Context: an optimization exercise on an open-source flow, tuned for small area. The choices shown serve that exercise and are no tape-out recipe.
Function was checked by simulation only, so behaviour that the tests miss may differ from the original.
Power is estimated from default activity; no workload was simulated.

## dual_port_ram
module dual_port_ram #(
  parameter DATA_WIDTH = 8,
  parameter ADDR_WIDTH = 6
)(
  input logic clk,
  input logic rst,
  input logic [DATA_WIDTH-1 : 0] data1,
  input logic [ADDR_WIDTH-1 : 0] addr1,
  input logic enable1,
  input logic [DATA_WIDTH-1 : 0] data2,
  input logic [ADDR_WIDTH-1 : 0] addr2,
  input logic enable2,
  output logic [DATA_WIDTH-1 : 0] q1,
  output logic [DATA_WIDTH-1 : 0] q2
);
  localparam DEPTH = 64;
  localparam N3 = 21;           
  logic [DATA_WIDTH-1 : 0] ram [0 : DEPTH-1];
  logic [DATA_WIDTH-1 : 0] ram_n [0 : DEPTH-1];
  logic we1, we2;
  assign we2 = enable2 & ~rst;
  assign we1 = enable1 & ~rst & ~(enable2 & (addr1 == addr2));
  logic [7:0] lo1_n, lo2_n, hi1_n, hi2_n;
  dpram_pre3n u_lo1 (.a(addr1[2:0]), .n(lo1_n));
  dpram_pre3n u_lo2 (.a(addr2[2:0]), .n(lo2_n));
  dpram_pre3n u_hi1 (.a(addr1[5:3]), .n(hi1_n));
  dpram_pre3n u_hi2 (.a(addr2[5:3]), .n(hi2_n));
  logic [7:0] whi1_n, whi2_n;
  dpram_pre3 u_whi1 (.a(addr1[5:3]), .en(we1), .n(whi1_n));
  dpram_pre3 u_whi2 (.a(addr2[5:3]), .en(we2), .n(whi2_n));
  logic [DEPTH-1:0] r1, r2, h;
  for (genvar w = 0; w < DEPTH; w++) begin : g_line
    dpram_nor2 u_r1 (.a(hi1_n[w/8]), .b(lo1_n[w%8]), .y(r1[w]));
    dpram_nor2 u_r2 (.a(hi2_n[w/8]), .b(lo2_n[w%8]), .y(r2[w]));
    dpram_hold u_h  (.hi1_n(whi1_n[w/8]), .lo1_n(lo1_n[w%8]),
                     .hi2_n(whi2_n[w/8]), .lo2_n(lo2_n[w%8]), .h(h[w]));
  end
  logic ph;
  always_ff @(posedge clk) begin
    if (ph) ph <= 1'b0;
    else    ph <= 1'b1;
  end
  logic [DATA_WIDTH-1:0] a1, a2;
  assign a1 = (data1 ^ {DATA_WIDTH{ph}}) & {DATA_WIDTH{we1}};
  assign a2 = (data2 ^ {DATA_WIDTH{ph}}) & {DATA_WIDTH{we2}};
  for (genvar w = 0; w < DEPTH; w++) begin : g_word
    for (genvar b = 0; b < DATA_WIDTH; b++) begin : g_bit
      dpram_wbit u_wbit (
        .s1(r1[w]), .a1(a1[b]),
        .s2(r2[w]), .a2(a2[b]),
        .h(h[w]),   .q(ram[w][b]),
        .n(ram_n[w][b])
      );
    end
  end
  always_ff @(posedge clk) begin
    for (int w = 0; w < DEPTH; w++)
      ram[w] <= ram_n[w];
  ...
Size in the first run: ~1900 cells after synthesis, about 530 flip-flops, ~48 I/O pins, about 22000 µm² of cells after synthesis.
Settings: LEC_CHECK=0, CAP_MARGIN=20, CORE_MARGIN=2, CORE_UTILIZATION=45, CTS_BUF_LIST=sky130_fd_sc_hd__clkbuf_8, CTS_CLUSTER_DIAMETER=50, CTS_CLUSTER_SIZE=12, PLACE_DENSITY=0.62, SLEW_MARGIN=20, SYNTH_HIERARCHICAL=1, SYNTH_MINIMUM_KEEP_SIZE=0; clock period 10.0 ns.
standard.sh (not shown) runs the stock make flow with config.mk's settings and CLKGATE_MAP_FILE= SYNTH_SCRIPT=/design/flow/synth_recipe.tcl, a recipe that flattens the netlist after the stock synthesis.
==> flow/flow/run.sh <==
#!/bin/bash
# The standard layout, with two changes: the port buffers are the smallest
# buffer cell, and clock tree synthesis inserts no dummy loads.
set -euo pipefail
bash standard.sh \
  "BUFFER_PORTS_ARGS=-buffer_cell sky130_fd_sc_hd__buf_1" \
  "CTS_ARGS=-sink_clustering_enable -repair_clock_nets -sink_clustering_size 12 -sink_clustering_max_diameter 50 -buf_list sky130_fd_sc_hd__clkbuf_8 -dont_use_dummy_load" \
  finish > standard.log 2>&1
Next try:
==> flow/flow/run.sh (replaced) <==
#!/bin/bash
# The standard layout, with two changes: the port buffers are the smallest
# buffer cell, and clock tree synthesis inserts no dummy loads.
set -euo pipefail
bash standard.sh \
  "BUFFER_PORTS_ARGS=-buffer_cell sky130_fd_sc_hd__buf_1" \
  "CTS_ARGS=-sink_clustering_enable -repair_clock_nets -sink_clustering_size 16 -sink_clustering_max_diameter 60 -buf_list sky130_fd_sc_hd__clkbuf_8 -dont_use_dummy_load" \
  finish > standard.log 2>&1
Settings changed: CTS_CLUSTER_DIAMETER 50 to 60, CTS_CLUSTER_SIZE 12 to 16.
After rerunning: Die area does not change. Synthesized cell count stays the same. Final cell count fell slightly. Fmax came out lower by a little under a tenth. Clock skew is about the same. Power falls by a few percent. Hold slack improves by 5.6 ps. Via count goes down slightly. Final area fell slightly. Routed wire length is about the same. Core utilization shrinks by 0.36 points.

==> what the ideal ports hide <==
The flow's constraints put no driver on any port. The routed layouts listed below were extracted and timed again, unchanged, in two steps. Step 1, drivers: a clkbuf_16 drives clk and a buf_2 each remaining input, both assumed. Step 2, shift: input delay + t, output delay - t, t = (earliest + latest rising clock arrival at the registers) / 2. This alone moves slack from input paths to output paths. Slacks: ideal / step 1 / step 2; pairs: ideal / step 1.
run	t, ns	slack for setup (ns)	worst hold slack (ns)
the first run	0.746	4.722 / 4.746 / 3.999	0.482 / 0.482 / 0.482
the second run	0.720	4.266 / 4.287 / 3.567	0.488 / 0.488 / 0.488
After both steps setup and hold are still met in every run listed. The setup slack of the first run, which loses most, moves by +0.024 ns with the drivers and by -0.723 ns with both steps.
